Source: an optimization exercise on an open RTL-to-GDS flow (aim: small area and a short achievable clock period). Production flows keep margins and buffers that such runs may drop.
Function was not checked in any run shown here: the RTL went through the layout flow alone.
Power and IR drop assume default switching activity.

==> flow/design.v (outline; a module is shown in full before it is edited, if it fits) <==
// module fpm: 2859 lines
// module fadd: 4 lines
// module bsel: 5 lines
// module ao22: 3 lines
// module hadd: 4 lines
module fpm(
    input [32:1] a,
    input [32:1] b,
    input clk,
    input rst,
    input in_valid,
    output [32:1] c,
    output out_valid
    );
  // ...
==> flow/run.sh <==
#!/bin/bash
# synth_recipe.tcl (not shown) runs the flow's synth.tcl, then flattens the netlist and writes it again
# the make line also repeats each setting of config.mk as NAME=value (left out here)
make -C /OpenROAD-flow-scripts/flow DESIGN_CONFIG=/design/flow/config.mk WORK_HOME=/design/flow/orfs CLKGATE_MAP_FILE= SYNTH_SCRIPT=/design/flow/synth_recipe.tcl finish
==> flow/config.mk <==
export PLATFORM = sky130hd
export DESIGN_NAME = fpm
export DESIGN_NICKNAME = fpm
export VERILOG_FILES = /design/flow/design.v
export SDC_FILE = /design/flow/constraint.sdc
export NUM_CORES = 4
export LEC_CHECK = 0
export CAP_MARGIN = 20
export CORE_MARGIN = 2
export CORE_UTILIZATION = 35
export CTS_BUF_LIST = sky130_fd_sc_hd__clkbuf_4 sky130_fd_sc_hd__clkbuf_8
export SETUP_SLACK_MARGIN = 2.5
export SLEW_MARGIN = 20
export SYNTH_HIERARCHICAL = 1
export SYNTH_MINIMUM_KEEP_SIZE = 0
export TNS_END_PERCENT = 0
==> flow/constraint.sdc <==
create_clock -name core_clock -period 5.0 [get_ports {clk}]
set_input_delay 1.0000 -clock core_clock [delete_from_list [all_inputs] [get_ports {clk}]]
set_output_delay 1.0000 -clock core_clock [all_outputs]
set_load 0.01 [all_outputs]
==> results.py, run 1 <==
metrics = {
    "run_status": {
        "status": "complete, no violations",
    },
    "power": {
        "p_clk_uw": 2290,
        "p_leak_uw": 0.0101,
        "pg_seq_uw": 3700,
        "switching_share": 0.408,
        "p_int_uw": 8490,
    },
    "sta": {
        "whs_ns": 0.319,
        "drv_slew": 0,
    },
    "clock_tree": {
        "numCtsBuffers": 47,
        "cts_root_buf": "clkbuf_8",
        "post_cts_buffers": 18,
        "clk_pin_slew_ns": 0.07,
    },
    "route": {
        "ant_nets": 0,
        "met1Wirelength_um": 26500,
        "vias": 15200,
    },
    "synth": {
        "ys_seq_area_frac": 0.268,
        "synth.mux.area_fraction": 0.00256,
        "yosysTopAreaCell": "dfxtp_1",
        "synth_compound_area_frac": 0.184,
        "synth_adder_area_share": 0.330,
        "syn_avg_cell_area_um2": 11.4,
        "synth_cells": 1721,
        "synth.distinct_cells": 67,
    },
    "min_path": {
        "holdPathStages": 0,
        "whs_endpoint": "q2_s933$_DFF_P_",
    },
    "critical_path": {
        "cp_num_buf_inv": 2,
        "crit_arrival_ns": 3.94,
        "crit_end": "q1_s795$_DFF_P_",
        "cp_max_fo": 13,
        "cpPeakStageDelay_ns": 0.85,
    },
    "grt": {
        "grtUsageTotal": 0.220,
        "met1_usage": 0.286,
    },
    "final_layout": {
        "seq_area_um2": 5250,
        "clkCellAreaFrac": 0.0451,
        "nFillCells": 5154,
        "nFlopsAndLatches": 262,
    },
    "placement": {
        "pre_cts_ws_ns": 0.495,
        "dpl-instance-area_um2": 22400,
    },
}
==> inputs of run 2 (changes only) <==
--- a/flow/design.v
+++ b/flow/design.v
@@ -1464,95 +1464,117 @@
 reg q1_c918;
 reg q1_s925;
 reg q1_c920;
 reg q1_s369;
 reg q1_s371;
 reg q1_c372;
 reg q1_s379;
 reg q1_s385;
-reg q2_c590;
-reg q2_s611;
-reg q2_c612;
-reg q2_s633;
-reg q2_c634;
-reg q2_s657;
-reg q2_c658;
-reg q2_s681;
-reg q2_c682;
-reg q2_s703;
-reg q2_c704;
-reg q2_s725;
-reg q2_c726;
-reg q2_s745;
-reg q2_c746;
-reg q2_s765;
-reg q2_c766;
-reg q2_s783;
-reg q2_c784;
-reg q2_s801;
-reg q2_c802;
-reg q2_s817;
-reg q2_c818;
-reg q2_s833;
-reg q2_c834;
-reg q2_s847;
-reg q2_c848;
-reg q2_s861;
-reg q2_c862;
-reg q2_s873;
-reg q2_c874;
-reg q2_s885;
-reg q2_c886;
-reg q2_s895;
-reg q2_c896;
-reg q2_s905;
-reg q2_c906;
-reg q2_s913;
-reg q2_c914;
-reg q2_s921;
-reg q2_c922;
-reg q2_s927;
-reg q2_c928;
 reg q1_s933;
-reg q2_s933;
 reg q1_c934;
-reg q2_c934;
 reg q1_s937;
-reg q2_s937;
 reg q1_c938;
-reg q2_c938;
 reg q1_s941;
-reg q2_s941;
-reg q1_c942;
-reg q2_c942;
-reg q1_x943;
-reg q2_x943;
 reg q1_g955;
 reg q1_pp956;
-reg q2_g987;
-reg q2_pp988;
+reg q1_g1037;
+reg q1_pp1038;
 reg q1_G1043;
 reg q1_P1044;
-reg q2_G1059;
-reg q2_P1060;
 reg q1_G1091;
 reg q1_P1092;
 reg q1_G1089;
 reg q1_P1090;
-reg q2_G1105;
-reg q2_P1106;
+reg q2_g999;
+reg q2_pp1000;
+reg q2_G1113;
+reg q2_G1067;
+reg q2_P1068;
+reg q2_G1115;
+reg q2_P1116;
+reg q2_G1117;
+reg q2_P1118;
+reg q2_g1015;
+reg q2_pp1016;
+reg q2_G1121;
+reg q2_G1075;
+reg q2_P1076;
+reg q2_G1123;
+reg q2_P1124;
+reg q2_G1125;
+reg q2_P1126;
+reg q2_g991;
+reg q2_pp992;
+reg q2_G1157;
+reg q2_P1158;
+reg q2_G1063;
+reg q2_P1064;
+reg q2_G1111;
+reg q2_P1112;
+reg q2_P1114;
+reg q2_P1160;
+reg q2_P1162;
+reg q2_P1164;
+reg q2_P1166;
+reg q2_g1023;
+reg q2_pp1024;
+reg q2_P1174;
+reg q2_G1079;
+reg q2_P1080;
+reg q2_G1127;
+reg q2_P1128;
+reg q2_G1129;
+reg q2_P1130;
+reg q2_G1175;
+reg q2_P1176;
+reg q2_G1177;
+reg q2_P1178;
+reg q2_G1179;
+reg q2_P1180;
+reg q2_G1181;
+reg q2_P1182;
 reg q2_G1151;
 reg q2_P1152;
 reg q2_G1197;
 reg q2_G1153;
 reg q2_P1154;
 reg q2_G1155;
 reg q2_P1156;
 reg q2_P1198;
+reg q2_g1007;
+reg q2_pp1008;
+reg q2_G1071;
+reg q2_P1072;
+reg q2_G1119;
+reg q2_P1120;
+reg q2_P1122;
+reg q2_P1168;
+reg q2_P1170;
+reg q2_P1172;
+reg q2_pp990;
+reg q2_pp994;
+reg q2_pp996;
+reg q2_pp998;
+reg q2_pp1002;
+reg q2_pp1004;
+reg q2_pp1006;
+reg q2_pp1010;
+reg q2_pp1012;
+reg q2_pp1014;
+reg q2_pp1018;
+reg q2_pp1020;
+reg q2_pp1022;
+reg q2_pp1026;
+reg q2_pp1028;
+reg q2_pp1030;
+reg q2_pp1032;
+reg q2_pp1034;
+reg q2_pp1036;
+reg q2_pp1038;
 reg q1_w_S0_0;
 reg q2_w_S0_0;
 reg q1_w_S0_1;
 reg q2_w_S0_1;
 reg q1_w_S0_2;
 reg q2_w_S0_2;
 reg q1_w_S0_3;
 reg q2_w_S0_3;
@@ -2271,66 +2293,66 @@
 assign g981 = s525 & s527;
 assign pp982 = s525 ^ s527;
 assign g983 = c528 & s547;
 assign pp984 = c528 ^ s547;
 assign g985 = c548 & s567;
 assign pp986 = c548 ^ s567;
 assign g987 = c568 & s589;
 assign pp988 = c568 ^ s589;
-assign g989 = q2_c590 & q2_s611;
-assign pp990 = q2_c590 ^ q2_s611;
-assign g991 = q2_c612 & q2_s633;
-assign pp992 = q2_c612 ^ q2_s633;
-assign g993 = q2_c634 & q2_s657;
-assign pp994 = q2_c634 ^ q2_s657;
-assign g995 = q2_c658 & q2_s681;
-assign pp996 = q2_c658 ^ q2_s681;
-assign g997 = q2_c682 & q2_s703;
-assign pp998 = q2_c682 ^ q2_s703;
-assign g999 = q2_c704 & q2_s725;
-assign pp1000 = q2_c704 ^ q2_s725;
-assign g1001 = q2_c726 & q2_s745;
-assign pp1002 = q2_c726 ^ q2_s745;
-assign g1003 = q2_c746 & q2_s765;
-assign pp1004 = q2_c746 ^ q2_s765;
-assign g1005 = q2_c766 & q2_s783;
-assign pp1006 = q2_c766 ^ q2_s783;
-assign g1007 = q2_c784 & q2_s801;
-assign pp1008 = q2_c784 ^ q2_s801;
-assign g1009 = q2_c802 & q2_s817;
-assign pp1010 = q2_c802 ^ q2_s817;
-assign g1011 = q2_c818 & q2_s833;
-assign pp1012 = q2_c818 ^ q2_s833;
-assign g1013 = q2_c834 & q2_s847;
-assign pp1014 = q2_c834 ^ q2_s847;
-assign g1015 = q2_c848 & q2_s861;
-assign pp1016 = q2_c848 ^ q2_s861;
-assign g1017 = q2_c862 & q2_s873;
-assign pp1018 = q2_c862 ^ q2_s873;
-assign g1019 = q2_c874 & q2_s885;
-assign pp1020 = q2_c874 ^ q2_s885;
-assign g1021 = q2_c886 & q2_s895;
-assign pp1022 = q2_c886 ^ q2_s895;
-assign g1023 = q2_c896 & q2_s905;
-assign pp1024 = q2_c896 ^ q2_s905;
-assign g1025 = q2_c906 & q2_s913;
-assign pp1026 = q2_c906 ^ q2_s913;
-assign g1027 = q2_c914 & q2_s921;
-assign pp1028 = q2_c914 ^ q2_s921;
-assign g1029 = q2_c922 & q2_s927;
-assign pp1030 = q2_c922 ^ q2_s927;
-assign g1031 = q2_c928 & q2_s933;
-assign pp1032 = q2_c928 ^ q2_s933;
-assign g1033 = q2_c934 & q2_s937;
-assign pp1034 = q2_c934 ^ q2_s937;
-assign g1035 = q2_c938 & q2_s941;
-assign pp1036 = q2_c938 ^ q2_s941;
-assign g1037 = q2_c942 & q2_x943;
-assign pp1038 = q2_c942 ^ q2_x943;
+assign g989 = c590 & s611;
+assign pp990 = c590 ^ s611;
+assign g991 = c612 & s633;
+assign pp992 = c612 ^ s633;
+assign g993 = c634 & s657;
+assign pp994 = c634 ^ s657;
+assign g995 = c658 & s681;
+assign pp996 = c658 ^ s681;
+assign g997 = c682 & s703;
+assign pp998 = c682 ^ s703;
+assign g999 = c704 & s725;
+assign pp1000 = c704 ^ s725;
+assign g1001 = c726 & s745;
+assign pp1002 = c726 ^ s745;
+assign g1003 = c746 & s765;
+assign pp1004 = c746 ^ s765;
+assign g1005 = c766 & s783;
+assign pp1006 = c766 ^ s783;
+assign g1007 = c784 & s801;
+assign pp1008 = c784 ^ s801;
+assign g1009 = c802 & s817;
+assign pp1010 = c802 ^ s817;
+assign g1011 = c818 & s833;
+assign pp1012 = c818 ^ s833;
+assign g1013 = c834 & s847;
+assign pp1014 = c834 ^ s847;
+assign g1015 = c848 & s861;
+assign pp1016 = c848 ^ s861;
+assign g1017 = c862 & s873;
+assign pp1018 = c862 ^ s873;
+assign g1019 = c874 & s885;
+assign pp1020 = c874 ^ s885;
+assign g1021 = c886 & s895;
+assign pp1022 = c886 ^ s895;
+assign g1023 = c896 & s905;
+assign pp1024 = c896 ^ s905;
+assign g1025 = c906 & s913;
+assign pp1026 = c906 ^ s913;
+assign g1027 = c914 & s921;
+assign pp1028 = c914 ^ s921;
+assign g1029 = c922 & s927;
+assign pp1030 = c922 ^ s927;
+assign g1031 = c928 & q1_s933;
+assign pp1032 = c928 ^ q1_s933;
+assign g1033 = q1_c934 & q1_s937;
+assign pp1034 = q1_c934 ^ q1_s937;
+assign g1035 = q1_c938 & q1_s941;
+assign pp1036 = q1_c938 ^ q1_s941;
+assign g1037 = c942 & x943;
+assign pp1038 = c942 ^ x943;
 assign G1039 = 1'b0 | (bp5 & g945);
 assign P1040 = bp5 & pp946;
 assign G1041 = g949 | (pp950 & g947);
 assign P1042 = pp950 & pp948;
 assign G1043 = g953 | (pp954 & g951);
 assign P1044 = pp954 & pp952;
 assign G1045 = g957 | (pp958 & q1_g955);
 assign P1046 = pp958 & q1_pp956;
@@ -2343,18 +2365,18 @@
 assign G1053 = g973 | (pp974 & g971);
 assign P1054 = pp974 & pp972;
 assign G1055 = g977 | (pp978 & g975);
 assign P1056 = pp978 & pp976;
 assign G1057 = g981 | (pp982 & g979);
 assign P1058 = pp982 & pp980;
 assign G1059 = g985 | (pp986 & g983);
 assign P1060 = pp986 & pp984;
-assign G1061 = g989 | (pp990 & q2_g987);
-assign P1062 = pp990 & q2_pp988;
+assign G1061 = g989 | (pp990 & g987);
+assign P1062 = pp990 & pp988;
 assign G1063 = g993 | (pp994 & g991);
 assign P1064 = pp994 & pp992;
 assign G1065 = g997 | (pp998 & g995);
 assign P1066 = pp998 & pp996;
 assign G1067 = g1001 | (pp1002 & g999);
 assign P1068 = pp1002 & pp1000;
 assign G1069 = g1005 | (pp1006 & g1003);
 assign P1070 = pp1006 & pp1004;
@@ -2367,18 +2389,18 @@
 assign G1077 = g1021 | (pp1022 & g1019);
 assign P1078 = pp1022 & pp1020;
 assign G1079 = g1025 | (pp1026 & g1023);
 assign P1080 = pp1026 & pp1024;
 assign G1081 = g1029 | (pp1030 & g1027);
 assign P1082 = pp1030 & pp1028;
 assign G1083 = g1033 | (pp1034 & g1031);
 assign P1084 = pp1034 & pp1032;
-assign G1085 = g1037 | (pp1038 & g1035);
-assign P1086 = pp1038 & pp1036;
+assign G1085 = q1_g1037 | (q1_pp1038 & g1035);
+assign P1086 = q1_pp1038 & pp1036;
 assign G1087 = g947 | (pp948 & G1039);
 assign P1088 = pp948 & P1040;
 assign G1089 = G1041 | (P1042 & G1039);
 assign P1090 = P1042 & P1040;
 assign G1091 = g955 | (pp956 & G1043);
 assign P1092 = pp956 & P1044;
 assign G1093 = G1045 | (P1046 & q1_G1043);
 assign P1094 = P1046 & q1_P1044;
@@ -2391,18 +2413,18 @@
 assign G1101 = G1053 | (P1054 & G1051);
 assign P1102 = P1054 & P1052;
 assign G1103 = g979 | (pp980 & G1055);
 assign P1104 = pp980 & P1056;
 assign G1105 = G1057 | (P1058 & G1055);
 assign P1106 = P1058 & P1056;
 assign G1107 = g987 | (pp988 & G1059);
 assign P1108 = pp988 & P1060;
-assign G1109 = G1061 | (P1062 & q2_G1059);
-assign P1110 = P1062 & q2_P1060;
+assign G1109 = G1061 | (P1062 & G1059);
+assign P1110 = P1062 & P1060;
 assign G1111 = g995 | (pp996 & G1063);
 assign P1112 = pp996 & P1064;
 assign G1113 = G1065 | (P1066 & G1063);
 assign P1114 = P1066 & P1064;
 assign G1115 = g1003 | (pp1004 & G1067);
 assign P1116 = pp1004 & P1068;
 assign G1117 = G1069 | (P1070 & G1067);
 assign P1118 = P1070 & P1068;
@@ -2439,33 +2461,33 @@
 assign G1149 = G1101 | (P1102 & G1097);
 assign P1150 = P1102 & P1098;
 assign G1151 = g983 | (pp984 & G1105);
 assign P1152 = pp984 & P1106;
 assign G1153 = G1059 | (P1060 & G1105);
 assign P1154 = P1060 & P1106;
 assign G1155 = G1107 | (P1108 & G1105);
 assign P1156 = P1108 & P1106;
-assign G1157 = G1109 | (P1110 & q2_G1105);
-assign P1158 = P1110 & q2_P1106;
-assign G1159 = g999 | (pp1000 & G1113);
+assign G1157 = G1109 | (P1110 & G1105);
+assign P1158 = P1110 & P1106;
+assign G1159 = q2_g999 | (q2_pp1000 & q2_G1113);
 assign P1160 = pp1000 & P1114;
-assign G1161 = G1067 | (P1068 & G1113);
+assign G1161 = q2_G1067 | (q2_P1068 & q2_G1113);
 assign P1162 = P1068 & P1114;
-assign G1163 = G1115 | (P1116 & G1113);
+assign G1163 = q2_G1115 | (q2_P1116 & q2_G1113);
 assign P1164 = P1116 & P1114;
-assign G1165 = G1117 | (P1118 & G1113);
+assign G1165 = q2_G1117 | (q2_P1118 & q2_G1113);
 assign P1166 = P1118 & P1114;
-assign G1167 = g1015 | (pp1016 & G1121);
+assign G1167 = q2_g1015 | (q2_pp1016 & q2_G1121);
 assign P1168 = pp1016 & P1122;
-assign G1169 = G1075 | (P1076 & G1121);
+assign G1169 = q2_G1075 | (q2_P1076 & q2_G1121);
 assign P1170 = P1076 & P1122;
-assign G1171 = G1123 | (P1124 & G1121);
+assign G1171 = q2_G1123 | (q2_P1124 & q2_G1121);
 assign P1172 = P1124 & P1122;
-assign G1173 = G1125 | (P1126 & G1121);
+assign G1173 = q2_G1125 | (q2_P1126 & q2_G1121);
 assign P1174 = P1126 & P1122;
 assign G1175 = g1031 | (pp1032 & G1129);
 assign P1176 = pp1032 & P1130;
 assign G1177 = G1083 | (P1084 & G1129);
 assign P1178 = P1084 & P1130;
 assign G1179 = G1131 | (P1132 & G1129);
 assign P1180 = P1132 & P1130;
 assign G1181 = G1133 | (P1134 & G1129);
@@ -2481,137 +2503,137 @@
 assign G1191 = G1143 | (P1144 & G1141);
 assign P1192 = P1144 & P1142;
 assign G1193 = G1145 | (P1146 & G1141);
 assign P1194 = P1146 & P1142;
 assign G1195 = G1147 | (P1148 & G1141);
 assign P1196 = P1148 & P1142;
 assign G1197 = G1149 | (P1150 & G1141);
 assign P1198 = P1150 & P1142;
-assign G1199 = g991 | (pp992 & G1157);
-assign P1200 = pp992 & P1158;
-assign G1201 = G1063 | (P1064 & G1157);
-assign P1202 = P1064 & P1158;
-assign G1203 = G1111 | (P1112 & G1157);
-assign P1204 = P1112 & P1158;
-assign G1205 = G1113 | (P1114 & G1157);
-assign P1206 = P1114 & P1158;
-assign G1207 = G1159 | (P1160 & G1157);
-assign P1208 = P1160 & P1158;
-assign G1209 = G1161 | (P1162 & G1157);
-assign P1210 = P1162 & P1158;
-assign G1211 = G1163 | (P1164 & G1157);
-assign P1212 = P1164 & P1158;
-assign G1213 = G1165 | (P1166 & G1157);
-assign P1214 = P1166 & P1158;
-assign G1215 = g1023 | (pp1024 & G1173);
-assign P1216 = pp1024 & P1174;
-assign G1217 = G1079 | (P1080 & G1173);
-assign P1218 = P1080 & P1174;
-assign G1219 = G1127 | (P1128 & G1173);
-assign P1220 = P1128 & P1174;
-assign G1221 = G1129 | (P1130 & G1173);
-assign P1222 = P1130 & P1174;
-assign G1223 = G1175 | (P1176 & G1173);
-assign P1224 = P1176 & P1174;
-assign G1225 = G1177 | (P1178 & G1173);
-assign P1226 = P1178 & P1174;
-assign G1227 = G1179 | (P1180 & G1173);
-assign P1228 = P1180 & P1174;
-assign G1229 = G1181 | (P1182 & G1173);
-assign P1230 = P1182 & P1174;
+assign G1199 = q2_g991 | (q2_pp992 & q2_G1157);
+assign P1200 = q2_pp992 & q2_P1158;
+assign G1201 = q2_G1063 | (q2_P1064 & q2_G1157);
+assign P1202 = q2_P1064 & q2_P1158;
+assign G1203 = q2_G1111 | (q2_P1112 & q2_G1157);
+assign P1204 = q2_P1112 & q2_P1158;
+assign G1205 = q2_G1113 | (q2_P1114 & q2_G1157);
+assign P1206 = q2_P1114 & q2_P1158;
+assign G1207 = G1159 | (q2_P1160 & q2_G1157);
+assign P1208 = q2_P1160 & q2_P1158;
+assign G1209 = G1161 | (q2_P1162 & q2_G1157);
+assign P1210 = q2_P1162 & q2_P1158;
+assign G1211 = G1163 | (q2_P1164 & q2_G1157);
+assign P1212 = q2_P1164 & q2_P1158;
+assign G1213 = G1165 | (q2_P1166 & q2_G1157);
+assign P1214 = q2_P1166 & q2_P1158;
+assign G1215 = q2_g1023 | (q2_pp1024 & G1173);
+assign P1216 = q2_pp1024 & q2_P1174;
+assign G1217 = q2_G1079 | (q2_P1080 & G1173);
+assign P1218 = q2_P1080 & q2_P1174;
+assign G1219 = q2_G1127 | (q2_P1128 & G1173);
+assign P1220 = q2_P1128 & q2_P1174;
+assign G1221 = q2_G1129 | (q2_P1130 & G1173);
+assign P1222 = q2_P1130 & q2_P1174;
+assign G1223 = q2_G1175 | (q2_P1176 & G1173);
+assign P1224 = q2_P1176 & q2_P1174;
+assign G1225 = q2_G1177 | (q2_P1178 & G1173);
+assign P1226 = q2_P1178 & q2_P1174;
+assign G1227 = q2_G1179 | (q2_P1180 & G1173);
+assign P1228 = q2_P1180 & q2_P1174;
+assign G1229 = q2_G1181 | (q2_P1182 & G1173);
+assign P1230 = q2_P1182 & q2_P1174;
 assign G1231 = g975 | (pp976 & G1197);
 assign P1232 = pp976 & P1198;
 assign G1233 = G1055 | (P1056 & G1197);
 assign P1234 = P1056 & P1198;
 assign G1235 = G1103 | (P1104 & G1197);
 assign P1236 = P1104 & P1198;
 assign G1237 = G1105 | (P1106 & G1197);
 assign P1238 = P1106 & P1198;
 assign G1239 = q2_G1151 | (q2_P1152 & q2_G1197);
 assign P1240 = P1152 & P1198;
 assign G1241 = q2_G1153 | (q2_P1154 & q2_G1197);
 assign P1242 = P1154 & P1198;
 assign G1243 = q2_G1155 | (q2_P1156 & q2_G1197);
 assign P1244 = q2_P1156 & q2_P1198;
-assign G1245 = G1157 | (P1158 & q2_G1197);
-assign P1246 = P1158 & q2_P1198;
+assign G1245 = q2_G1157 | (q2_P1158 & q2_G1197);
+assign P1246 = q2_P1158 & q2_P1198;
 assign G1247 = G1199 | (P1200 & q2_G1197);
 assign P1248 = P1200 & q2_P1198;
 assign G1249 = G1201 | (P1202 & q2_G1197);
 assign P1250 = P1202 & q2_P1198;
 assign G1251 = G1203 | (P1204 & q2_G1197);
 assign P1252 = P1204 & q2_P1198;
 assign G1253 = G1205 | (P1206 & q2_G1197);
 assign P1254 = P1206 & q2_P1198;
 assign G1255 = G1207 | (P1208 & q2_G1197);
 assign P1256 = P1208 & q2_P1198;
 assign G1257 = G1209 | (P1210 & q2_G1197);
 assign P1258 = P1210 & q2_P1198;
 assign G1259 = G1211 | (P1212 & q2_G1197);
 assign P1260 = P1212 & q2_P1198;
 assign G1261 = G1213 | (P1214 & q2_G1197);
 assign P1262 = P1214 & q2_P1198;
-assign G1263 = g1007 | (pp1008 & G1261);
-assign P1264 = pp1008 & P1262;
-assign G1265 = G1071 | (P1072 & G1261);
-assign P1266 = P1072 & P1262;
-assign G1267 = G1119 | (P1120 & G1261);
-assign P1268 = P1120 & P1262;
-assign G1269 = G1121 | (P1122 & G1261);
-assign P1270 = P1122 & P1262;
-assign G1271 = G1167 | (P1168 & G1261);
-assign P1272 = P1168 & P1262;
-assign G1273 = G1169 | (P1170 & G1261);
-assign P1274 = P1170 & P1262;
-assign G1275 = G1171 | (P1172 & G1261);
-assign P1276 = P1172 & P1262;
-assign G1277 = G1173 | (P1174 & G1261);
-assign P1278 = P1174 & P1262;
+assign G1263 = q2_g1007 | (q2_pp1008 & G1261);
+assign P1264 = q2_pp1008 & P1262;
+assign G1265 = q2_G1071 | (q2_P1072 & G1261);
+assign P1266 = q2_P1072 & P1262;
+assign G1267 = q2_G1119 | (q2_P1120 & G1261);
+assign P1268 = q2_P1120 & P1262;
+assign G1269 = q2_G1121 | (q2_P1122 & G1261);
+assign P1270 = q2_P1122 & P1262;
+assign G1271 = G1167 | (q2_P1168 & G1261);
+assign P1272 = q2_P1168 & P1262;
+assign G1273 = G1169 | (q2_P1170 & G1261);
+assign P1274 = q2_P1170 & P1262;
+assign G1275 = G1171 | (q2_P1172 & G1261);
+assign P1276 = q2_P1172 & P1262;
+assign G1277 = G1173 | (q2_P1174 & G1261);
+assign P1278 = q2_P1174 & P1262;
 assign G1279 = G1215 | (P1216 & G1261);
 assign P1280 = P1216 & P1262;
 assign G1281 = G1217 | (P1218 & G1261);
 assign P1282 = P1218 & P1262;
 assign G1283 = G1219 | (P1220 & G1261);
 assign P1284 = P1220 & P1262;
 assign G1285 = G1221 | (P1222 & G1261);
 assign P1286 = P1222 & P1262;
 assign G1287 = G1223 | (P1224 & G1261);
 assign P1288 = P1224 & P1262;
 assign G1289 = G1225 | (P1226 & G1261);
 assign P1290 = P1226 & P1262;
 assign G1291 = G1227 | (P1228 & G1261);
 assign P1292 = P1228 & P1262;
 assign G1293 = G1229 | (P1230 & G1261);
 assign P1294 = P1230 & P1262;
-assign P1295 = pp990 ^ G1243;
-assign P1296 = pp992 ^ G1245;
-assign P1297 = pp994 ^ G1247;
-assign P1298 = pp996 ^ G1249;
-assign P1299 = pp998 ^ G1251;
-assign P1300 = pp1000 ^ G1253;
-assign P1301 = pp1002 ^ G1255;
-assign P1302 = pp1004 ^ G1257;
-assign P1303 = pp1006 ^ G1259;
-assign P1304 = pp1008 ^ G1261;
-assign P1305 = pp1010 ^ G1263;
-assign P1306 = pp1012 ^ G1265;
-assign P1307 = pp1014 ^ G1267;
-assign P1308 = pp1016 ^ G1269;
-assign P1309 = pp1018 ^ G1271;
-assign P1310 = pp1020 ^ G1273;
-assign P1311 = pp1022 ^ G1275;
-assign P1312 = pp1024 ^ G1277;
-assign P1313 = pp1026 ^ G1279;
-assign P1314 = pp1028 ^ G1281;
-assign P1315 = pp1030 ^ G1283;
-assign P1316 = pp1032 ^ G1285;
-assign P1317 = pp1034 ^ G1287;
-assign P1318 = pp1036 ^ G1289;
-assign P1319 = pp1038 ^ G1291;
+assign P1295 = q2_pp990 ^ G1243;
+assign P1296 = q2_pp992 ^ G1245;
+assign P1297 = q2_pp994 ^ G1247;
+assign P1298 = q2_pp996 ^ G1249;
+assign P1299 = q2_pp998 ^ G1251;
+assign P1300 = q2_pp1000 ^ G1253;
+assign P1301 = q2_pp1002 ^ G1255;
+assign P1302 = q2_pp1004 ^ G1257;
+assign P1303 = q2_pp1006 ^ G1259;
+assign P1304 = q2_pp1008 ^ G1261;
+assign P1305 = q2_pp1010 ^ G1263;
+assign P1306 = q2_pp1012 ^ G1265;
+assign P1307 = q2_pp1014 ^ G1267;
+assign P1308 = q2_pp1016 ^ G1269;
+assign P1309 = q2_pp1018 ^ G1271;
+assign P1310 = q2_pp1020 ^ G1273;
+assign P1311 = q2_pp1022 ^ G1275;
+assign P1312 = q2_pp1024 ^ G1277;
+assign P1313 = q2_pp1026 ^ G1279;
+assign P1314 = q2_pp1028 ^ G1281;
+assign P1315 = q2_pp1030 ^ G1283;
+assign P1316 = q2_pp1032 ^ G1285;
+assign P1317 = q2_pp1034 ^ G1287;
+assign P1318 = q2_pp1036 ^ G1289;
+assign P1319 = q2_pp1038 ^ G1291;
 assign w_sgn = a[32] ^ b[32];
 assign w_fz = (a[31:1] == 31'd0) | (b[31:1] == 31'd0) | (((a[31:24] == 8'hff) | (b[31:24] == 8'hff)) & (a[23:1] == 23'd0) & (b[23:1] == 23'd0));
 assign w_e255 = ((a[31:24] == 8'hff) | (b[31:24] == 8'hff)) & (a[31:1] != 31'd0) & (b[31:1] != 31'd0);
 assign w_S0 = {1'b0, a[31:24]} + {1'b0, b[31:24]} + 9'd385;
 wire [8:0] o_S0 = {q2_w_S0_8, q2_w_S0_7, q2_w_S0_6, q2_w_S0_5, q2_w_S0_4, q2_w_S0_3, q2_w_S0_2, q2_w_S0_1, q2_w_S0_0};
 wire [8:0] o_E = o_S0 + {8'd0, P1319};
 wire [22:0] o_F = P1319 ? {P1318, P1317, P1316, P1315, P1314, P1313, P1312, P1311, P1310, P1309, P1308, P1307, P1306, P1305, P1304, P1303, P1302, P1301, P1300, P1299, P1298, P1297, P1296} : {P1317, P1316, P1315, P1314, P1313, P1312, P1311, P1310, P1309, P1308, P1307, P1306, P1305, P1304, P1303, P1302, P1301, P1300, P1299, P1298, P1297, P1296, P1295};
 wire [22:0] o_frac = q2_w_fz ? 23'd0 : q2_w_e255 ? (P1319 ? 23'h001000 : 23'h002000) : o_F;
@@ -2745,95 +2767,117 @@
     q1_c918 <= c918;
     q1_s925 <= s925;
     q1_c920 <= c920;
     q1_s369 <= s369;
     q1_s371 <= s371;
     q1_c372 <= c372;
     q1_s379 <= s379;
     q1_s385 <= s385;
-    q2_c590 <= c590;
-    q2_s611 <= s611;
-    q2_c612 <= c612;
-    q2_s633 <= s633;
-    q2_c634 <= c634;
-    q2_s657 <= s657;
-    q2_c658 <= c658;
-    q2_s681 <= s681;
-    q2_c682 <= c682;
-    q2_s703 <= s703;
-    q2_c704 <= c704;
-    q2_s725 <= s725;
-    q2_c726 <= c726;
-    q2_s745 <= s745;
-    q2_c746 <= c746;
-    q2_s765 <= s765;
-    q2_c766 <= c766;
-    q2_s783 <= s783;
-    q2_c784 <= c784;
-    q2_s801 <= s801;
-    q2_c802 <= c802;
-    q2_s817 <= s817;
-    q2_c818 <= c818;
-    q2_s833 <= s833;
-    q2_c834 <= c834;
-    q2_s847 <= s847;
-    q2_c848 <= c848;
-    q2_s861 <= s861;
-    q2_c862 <= c862;
-    q2_s873 <= s873;
-    q2_c874 <= c874;
-    q2_s885 <= s885;
-    q2_c886 <= c886;
-    q2_s895 <= s895;
-    q2_c896 <= c896;
-    q2_s905 <= s905;
-    q2_c906 <= c906;
-    q2_s913 <= s913;
-    q2_c914 <= c914;
-    q2_s921 <= s921;
-    q2_c922 <= c922;
-    q2_s927 <= s927;
-    q2_c928 <= c928;
     q1_s933 <= s933;
-    q2_s933 <= q1_s933;
     q1_c934 <= c934;
-    q2_c934 <= q1_c934;
     q1_s937 <= s937;
-    q2_s937 <= q1_s937;
     q1_c938 <= c938;
-    q2_c938 <= q1_c938;
     q1_s941 <= s941;
-    q2_s941 <= q1_s941;
-    q1_c942 <= c942;
-    q2_c942 <= q1_c942;
-    q1_x943 <= x943;
-    q2_x943 <= q1_x943;
     q1_g955 <= g955;
     q1_pp956 <= pp956;
-    q2_g987 <= g987;
-    q2_pp988 <= pp988;
+    q1_g1037 <= g1037;
+    q1_pp1038 <= pp1038;
     q1_G1043 <= G1043;
     q1_P1044 <= P1044;
-    q2_G1059 <= G1059;
-    q2_P1060 <= P1060;
     q1_G1091 <= G1091;
     q1_P1092 <= P1092;
     q1_G1089 <= G1089;
     q1_P1090 <= P1090;
-    q2_G1105 <= G1105;
-    q2_P1106 <= P1106;
+    q2_g999 <= g999;
+    q2_pp1000 <= pp1000;
+    q2_G1113 <= G1113;
+    q2_G1067 <= G1067;
+    q2_P1068 <= P1068;
+    q2_G1115 <= G1115;
+    q2_P1116 <= P1116;
+    q2_G1117 <= G1117;
+    q2_P1118 <= P1118;
+    q2_g1015 <= g1015;
+    q2_pp1016 <= pp1016;
+    q2_G1121 <= G1121;
+    q2_G1075 <= G1075;
+    q2_P1076 <= P1076;
+    q2_G1123 <= G1123;
+    q2_P1124 <= P1124;
+    q2_G1125 <= G1125;
+    q2_P1126 <= P1126;
+    q2_g991 <= g991;
+    q2_pp992 <= pp992;
+    q2_G1157 <= G1157;
+    q2_P1158 <= P1158;
+    q2_G1063 <= G1063;
+    q2_P1064 <= P1064;
+    q2_G1111 <= G1111;
+    q2_P1112 <= P1112;
+    q2_P1114 <= P1114;
+    q2_P1160 <= P1160;
+    q2_P1162 <= P1162;
+    q2_P1164 <= P1164;
+    q2_P1166 <= P1166;
+    q2_g1023 <= g1023;
+    q2_pp1024 <= pp1024;
+    q2_P1174 <= P1174;
+    q2_G1079 <= G1079;
+    q2_P1080 <= P1080;
+    q2_G1127 <= G1127;
+    q2_P1128 <= P1128;
+    q2_G1129 <= G1129;
+    q2_P1130 <= P1130;
+    q2_G1175 <= G1175;
+    q2_P1176 <= P1176;
+    q2_G1177 <= G1177;
+    q2_P1178 <= P1178;
+    q2_G1179 <= G1179;
+    q2_P1180 <= P1180;
+    q2_G1181 <= G1181;
+    q2_P1182 <= P1182;
     q2_G1151 <= G1151;
     q2_P1152 <= P1152;
     q2_G1197 <= G1197;
     q2_G1153 <= G1153;
     q2_P1154 <= P1154;
     q2_G1155 <= G1155;
     q2_P1156 <= P1156;
     q2_P1198 <= P1198;
+    q2_g1007 <= g1007;
+    q2_pp1008 <= pp1008;
+    q2_G1071 <= G1071;
+    q2_P1072 <= P1072;
+    q2_G1119 <= G1119;
+    q2_P1120 <= P1120;
+    q2_P1122 <= P1122;
+    q2_P1168 <= P1168;
+    q2_P1170 <= P1170;
+    q2_P1172 <= P1172;
+    q2_pp990 <= pp990;
+    q2_pp994 <= pp994;
+    q2_pp996 <= pp996;
+    q2_pp998 <= pp998;
+    q2_pp1002 <= pp1002;
+    q2_pp1004 <= pp1004;
+    q2_pp1006 <= pp1006;
+    q2_pp1010 <= pp1010;
+    q2_pp1012 <= pp1012;
+    q2_pp1014 <= pp1014;
+    q2_pp1018 <= pp1018;
+    q2_pp1020 <= pp1020;
+    q2_pp1022 <= pp1022;
+    q2_pp1026 <= pp1026;
+    q2_pp1028 <= pp1028;
+    q2_pp1030 <= pp1030;
+    q2_pp1032 <= pp1032;
+    q2_pp1034 <= pp1034;
+    q2_pp1036 <= pp1036;
+    q2_pp1038 <= q1_pp1038;
     q1_w_S0_0 <= w_S0[0];
     q2_w_S0_0 <= q1_w_S0_0;
     q1_w_S0_1 <= w_S0[1];
     q2_w_S0_1 <= q1_w_S0_1;
     q1_w_S0_2 <= w_S0[2];
     q2_w_S0_2 <= q1_w_S0_2;
     q1_w_S0_3 <= w_S0[3];
     q2_w_S0_3 <= q1_w_S0_3;
==> flow/config.mk (replaced) <==
export PLATFORM = sky130hd
export DESIGN_NAME = fpm
export DESIGN_NICKNAME = fpm
export VERILOG_FILES = /design/flow/design.v
export SDC_FILE = /design/flow/constraint.sdc
export NUM_CORES = 4
export LEC_CHECK = 0
export CAP_MARGIN = 20
export CORE_MARGIN = 2
export CORE_UTILIZATION = 35
export SETUP_SLACK_MARGIN = 2.5
export SLEW_MARGIN = 20
export SYNTH_HIERARCHICAL = 1
export SYNTH_MINIMUM_KEEP_SIZE = 0
export TNS_END_PERCENT = 0
==> results.py, run 2 <==
metrics = {
    "sta": {
        "max_freq_mhz": 329,
        "drv_slew": 0,
        "relSlewSlack": 0.559,
        "fin_crit_sh": 0.608,
        "rsz0062_at_grt": "true",
        "skew_ns": 0.0342,
        "setup_viol": 0,
        "fin_tns_setup_ns": 0,
        "hold_viol": 0,
        "layout_min_cycle_time_ns": 3.04,
        "whs_ns": 0.325,
        "tightest_slew_ns": 0.657,
    },
    "route": {
        "dr.pass1.iters": 5,
        "vias": 15400,
        "ant_nets": 0,
        "finalWirelength_um": 68800,
        "vias_per_cell": 5.57,
        "drtIter0Drc": 1731,
        "route.detailed.wl_per_inst_um": 24.8,
        "drcViolationCount": 0,
    },
    "synth": {
        "synth-seq-cells": 281,
        "ys_seq_area_frac": 0.285,
        "synth_edf_count": 0,
        "synth.cell_area_um2": 19700,
        "yosys.cell_count.top_type": "dfxtp_1",
        "async_flop_share": 0,
        "synth.distinct_cells": 47,
        "synth_top_area_frac": 0.285,
        "ys.flop_type": "dfxtp_1",
        "syn_avg_cell_area_um2": 11.7,
        "yosysTopAreaCell": "dfxtp_1",
        "ys_warn_count": 7,
        "ys_top_cells_by_count": "dfxtp_1 (281), xor2_1 (279), a22o_1 (264), fa_1 (252), ha_1 (111)",
        "synth_cells": 1683,
        "ys_top_cells_by_area": "dfxtp_1 (29%), fa_1 (26%), xor2_1 (12%)",
    },
    "grt": {
        "grt_pass1_vias": 16000,
        "grt_overflow": 0,
        "grtUsageTotal": 0.236,
        "grt_max_degree": 29,
        "grt_pass1_wl_um": 102000,
        "antenna_found_initial": 1,
    },
    "clock_tree": {
        "numClockSinks": 281,
        "cts_root_buf": "clkbuf_16",
        "clk_path_buf_depth": 3,
        "insertion_delay_ns": 0.61,
        "numCtsBuffers": 31,
        "cts_tree": "yes",
        "ctsHtreeMaxLevel": 1,
        "clk_pin_slew_ns": 0.06,
    },
    "final_layout": {
        "largest_reg_flops": 32,
        "flow.area_growth_from_synthesis_pct": 33.1,
        "layout_commonest_cell": "dfxtp_1",
        "reg_top3": "q_c (32), vld (3)",
        "drive_gt1_frac": 0.213,
        "fin_area_um2": 26300,
        "nets": 2422,
        "utilization": 0.468,
        "layout_common_cells": "dfxtp_1 (279), a22o_1 (260), xor2_1 (249)",
        "top_register": "q_c",
    },
    "power": {
        "pwr-share-clk": 0.149,
        "p_leak_uw": 0.0113,
        "pwr-share-comb": 0.600,
        "finalPower_uw": 16000,
        "p_int_uw": 9450,
        "p_switching_uw": 6520,
        "switching_share": 0.408,
        "p_seq_frac": 0.251,
        "ir_worst_vdd_mv": 0.388,
        "pwr_density_cell_nw_per_um2": 608,
    },
    "critical_path": {
        "crit_arrival_ns": 3.52,
        "cpMaxStageDelayCell": "fa_2",
        "cp_cell_sequence": "buf_12 > nand2b_4 > o21ai_4 > buf_12 > a22o_1 > xor2_2 > fa_2 > fa_2 > fa_1",
        "cpPeakStageDelay_ns": 0.50,
        "required_ns": 5.48,
        "ff2ff_path_depth": 7,
        "end_kind": "flip-flop",
        "critPathKind": "in -> reg",
        "cp-start-kind": "primary input",
        "cp_max_fo": 6,
    },
    "floorplanning": {
        "dieHeight_um": 241,
        "dieArea_um2": 58300,
        "core_um2": 56100,
        "ios": 100,
        "fp.dieW_um": 241,
        "rows": 87,
        "start_util": 0.352,
    },
    "placement": {
        "portBuffers": 99,
        "place.gp.congestion": 0.901,
        "dpl.hpwl_um": 40600,
        "dpl-instance-area_um2": 22500,
    },
    "run_status": {
        "status": "complete, no violations",
    },
    "min_path": {
        "hold_path_class": "reg -> reg",
        "holdPathStages": 0,
    },
    "run": {
        "max_cap_violations": 0,
    },
}
run 2: cell count changes in the layout (fill, tap and decap cells not counted), moves of 19 or more:
cell,before,now
buf_12,4,48
clkbuf_16,0,33
clkbuf_8,58,3
clkdlybuf4s50_1,76,53
dfxtp_1,259,279
fa_1,243,185
fa_2,10,67
inv_1,68,47
xor2_1,269,249
xor2_2,1,20
run 2: worst paths after layout:
| path | from | end | slack (ns) |
|---|---|---|---|
| worst min register to register | q1_w_S0_0$_DFF_P_ | q2_w_S0_0$_DFF_P_ | 0.32 |
| worst max-delay path | b[11] | q1_s739$_DFF_P_ | 1.96 |
| worst max register to register | q1_c740$_DFF_P_ | q2_P1174$_DFF_P_ | 2.09 |
| worst min-delay path | q1_w_S0_0$_DFF_P_ | q2_w_S0_0$_DFF_P_ | 0.32 |
run 2: logic make-up after synthesis:
kind of cell | after synthesis | synth area share
AO/OA/AOI/OAI | 398 | 0.163
XOR/XNOR | 316 | 0.140
AND/OR/NAND/NOR | 220 | 0.0574
other | 1 | 0.000190
multiplexers | 19 | 0.00983
buffers and inverters | 84 | 0.0172
adder cells (fa/ha/maj) | 364 | 0.327
flip-flops | 281 | 0.285
run 2: critical path, delay by kind of cell:
kind	cells	cell delay, ns
AO/OA/AOI/OAI	2	0.48
XOR/XNOR	1	0.23
adder cells (fa/ha/maj)	3	1.35
buffers and inverters	2	0.29
AND/OR/NAND/NOR	1	0.16
run 2: metal layers:
layer,routed length [µm],track usage
met1,26400,0.296
met2,30100,0.363
met3,7900,0.0730
met4,4450,0.129
met5,0,0
run 2: repair_timing:
item                       in CTS  in global routing
pin swaps                      55                 21
resized for setup             338                 42
setup endpoints to repair     176                173
buffers inserted               67                 11
hold buffers                    0                  0
cloned                         29                  2
run 2: area by class of cell:
type                       count  area, µm²
antenna                        1       2.50
clock buffer                  39        836
clock inverter                19        239
fill                        4951      29800
inverter                      58        243
multi-input combinational   1350      14900
sequential                   281       5630
tap                          756        946
timing repair buffer         270       3490
run 2: through the flow:
stage / worst slack (ns) / cells
after detailed placement: 0.501 / 2606
after floorplan: 1.54 / 1705
final: 1.96 / 2774
after CTS: 2.07 / 2760
after global placement: 0.484 / 2606
after global routing: 1.96 / 2773
run 2: power groups by stage:
stage	logic (µW)	clock network (µW)	registers, µW
5_1_grt	10900	2540	4130
3_5_place_dp	9150	0	4070
4_1_cts	9640	2450	4020
3_3_place_gp	8910	0	4040
2_1_floorplan	6220	0	3980
6_report	9580	2380	4020
run 2: Yosys stat by module (local to each module, per instance):
module	flops+latches	cells inside	times used	cell area, µm²
fadd	0	1	251	20.0
hadd	0	1	34	12.5
ao22	0	1	264	8.76
fpm	281	870	1	9650
bsel	0	1	264	8.76

[separate check: timing with driven ports]
How much do the figures lean on ideal ports? The routed layouts below were timed once more, with nothing changed but the port constraints. Step 1 sets driving cells, clkbuf_16 on the clock port and buf_2 on the other inputs (assumed; they add their load-dependent delay and slew). Step 2 times the ports against the registers' clock, not the clock port: input delays grow and output delays shrink by t, the midpoint of the rising clock arrivals with the driver on. Three values: ideal, step 1, step 2; two values: the first two.
run	shift t [ns]	setup WS [ns]	hold WS [ns]	clock arrival spread, ns	worst slew at a driven data input, ns
run 1	0.674	1.548 / 1.537 / 0.862	0.319 / 0.319 / 0.319	0.027 / 0.027	0.15
run 2	0.645	1.958 / 1.851 / 1.205	0.325 / 0.325 / 0.325	0.035 / 0.035	0.26
After both steps every run listed still meets setup and hold. The setup slack of run 2, which loses most, moves by -0.107 ns with the drivers and by -0.753 ns with both steps.
